Context: an optimization exercise on an open-source flow, tuned for a short achievable clock period and few clock cycles. The choices shown serve that exercise and are no tape-out recipe. Only simulation tests tie the RTL to the original design; equivalence was not proved. Power is estimated from default activity; no workload was simulated.

Design mips, start of the top module:
module mips(
	input clk, reset,
	output [31:0] instr_addr,
	input [31:0] instr_in,
	output logic [31:0] data_addr,
	input [31:0] data_in,
	output logic [31:0] data_out,
	output data_rd_wr);
For scale: roughly 8000 cells after synthesis, about 160 I/O pins, about 95000 µm² of cells after synthesis.
export LEC_CHECK = 0
export ABC_CLOCK_PERIOD_IN_PS = 1200
export CAP_MARGIN = 20
export CELL_PAD_IN_SITES_DETAIL_PLACEMENT = 1
export CELL_PAD_IN_SITES_GLOBAL_PLACEMENT = 1
export CORE_MARGIN = 2
export CORE_UTILIZATION = 30
export PLACE_DENSITY = 0.5
export SLEW_MARGIN = 20
create_clock -name core_clock -period 10.0 [get_ports {clk}]
standard.sh (not shown) runs the stock make flow with config.mk's settings and CLKGATE_MAP_FILE= SYNTH_SCRIPT=/design/flow/synth_recipe.tcl, a recipe that flattens the netlist after the stock synthesis.
==> flow/flow/run.sh <==
#!/bin/bash
set -euo pipefail
bash standard.sh SETUP_SLACK_MARGIN=6.6 TNS_END_PERCENT=20 MATCH_CELL_FOOTPRINT=0 \
  "BUFFER_PORTS_ARGS=-buffer_cell sky130_fd_sc_hd__buf_4" finish > standard_flow.log 2>&1
Testbench counts at the start, summed over its fixed seeds: cycles 11,908.
==> next run, changes <==
--- a/flow/design.v
+++ b/flow/design.v
@@ -72,34 +72,32 @@
 	logic btb_v;
 	logic [31:0] btb_pc, btb_tgt;
 	assign instr_addr = pc_o;
 	wire [31:0] pc_f = ~pc_fn;
 	wire hit_f = btb_v && (pc_f == btb_pc);
 	wire [31:0] pred = hit_f ? btb_tgt : pc_f + 32'd4;
 	logic r_v, pt_r;
 	logic [31:0] ir_r, pc_r, nxt_r;
-	logic [31:0] ra_oh_r, rb_oh_r;
-	wire [31:0] iw = ib_full ? ib_ir : instr_in;
 	wire [5:0] d_op = ir_r[31:26];
 	wire [5:0] d_fn = ir_r[5:0];
 	wire d_addiu = d_op == 6'h09;
 	wire d_lw = d_op == 6'h23;
 	wire d_sw = d_op == 6'h2B;
 	wire d_addu = d_op == 6'h00 && d_fn == 6'h21;
 	wire d_jr = d_op == 6'h00 && d_fn == 6'h08;
 	wire [4:0] d_rs = ir_r[25:21];
 	wire [4:0] d_rt = ir_r[20:16];
 	wire d_use_rs = d_addiu | d_addu | d_lw | d_sw;
 	wire d_use_rt = d_addu | d_sw;
 	wire [31:0] d_rs_oh = d_use_rs ? onehot(d_rs) : 32'h0;
 	wire [31:0] d_rt_oh = d_addu ? onehot(d_rt) : 32'h0;
 	wire [31:0] d_st_oh = d_sw ? onehot(d_rt) : 32'h0;
-	wire [31:0] d_ra_oh = ra_oh_r;
-	wire [31:0] d_rb_oh = rb_oh_r;
+	wire [31:0] d_ra_oh = onehot(d_rs);
+	wire [31:0] d_rb_oh = onehot(d_rt);
 	wire [31:0] d_imm = {{16{ir_r[15]}}, ir_r[15:0]};
 	wire [31:0] d_wa_oh = d_addiu ? onehot(d_rt) : d_addu ? onehot(ir_r[15:11]) : 32'h0;
 	wire [31:0] d_ld_oh = d_lw ? onehot(d_rt) : 32'h0;
 	logic x_v, stall_q;
 	logic [31:0] rs_oh_x, rt_oh_x, st_oh_x, wa_oh_x, ld_oh_x;
 	logic [31:0] a_q, b_q, s_q, ra_q;
 	logic fa_x, fb_x, fs_x, fra_x;
 	logic lw_x, sw_x, jr_x, pt_x;
@@ -205,19 +203,17 @@
 			s_q <= |(ld_w_oh & st_oh_x) ? data_in : s_v;
 			fa_x <= 0;
 			fb_x <= 0;
 			fs_x <= 0;
 			fra_x <= 0;
 			ra_q <= ld_w_oh[31] ? data_in : ra_v;
 		end else begin
 			pc_i <= pc_f;
-			ir_r <= iw;
-			ra_oh_r <= onehot(iw[25:21]);
-			rb_oh_r <= onehot(iw[20:16]);
+			ir_r <= ib_full ? ib_ir : instr_in;
 			pc_r <= pc_i;
 			nxt_r <= pc_f;
 			pt_r <= pf_t;
 			rs_oh_x <= d_rs_oh;
 			rt_oh_x <= d_rt_oh;
 			st_oh_x <= d_st_oh;
 			wa_oh_x <= d_wa_oh;
 			ld_oh_x <= d_ld_oh;
Sequential power went down by about 5%.
Area after synthesis went down by 0.93%.
Via count went up by 2.7%.
Non-clock buffer count went up by 252.
Final area went up by 3.3%.
Final cell count went up by 3.6%.
Total power went down by 4.1%.
Setup slack is worse by 0.15 ns.
Count of clock-buffer cells in the layout went down by 15.
Combinational power went down by 4.7%.
Worst hold slack is worse by 0.0067 ns.
Routed wire length went up by 5.2%.
Clock skew went up by 0.016 ns.
Testbench counts after the change, summed over its fixed seeds: cycles 11,908.

[separate check: timing with driven ports]
The results above use ideal ports. As a check the final layouts listed here were re-extracted and re-timed, cells and wires unchanged.
Step 1: set_driving_cell puts a clkbuf_16 on clk and a buf_2 on each other input, an assumption about the parent block.
Step 2 adds t to the input delays and takes it off the output delays; t is the mean of the earliest and latest rising clock arrival at the registers after step 1. Input paths then give back, and output paths get back, about the clock's delay inside the block.
Three values: no drivers, after step 1, after step 2; two values: the first two.
| run | t, ns | setup WS [ns] | worst setup path after step 2 | worst data-port slew with drivers (ns) | cell pins on the clock port's net |
|---|---|---|---|---|---|
| the first run | 1.034 | 6.305 / 6.266 / 5.501 | input to register | 0.21 | 1 |
| the second run | 1.058 | 6.157 / 6.157 / 5.626 | input to register | 0.13 | 1 |
After both steps every run listed still meets setup and hold. For the first run, which loses most, drivers alone change the setup slack by -0.039 ns; drivers and shift together by -0.804 ns.
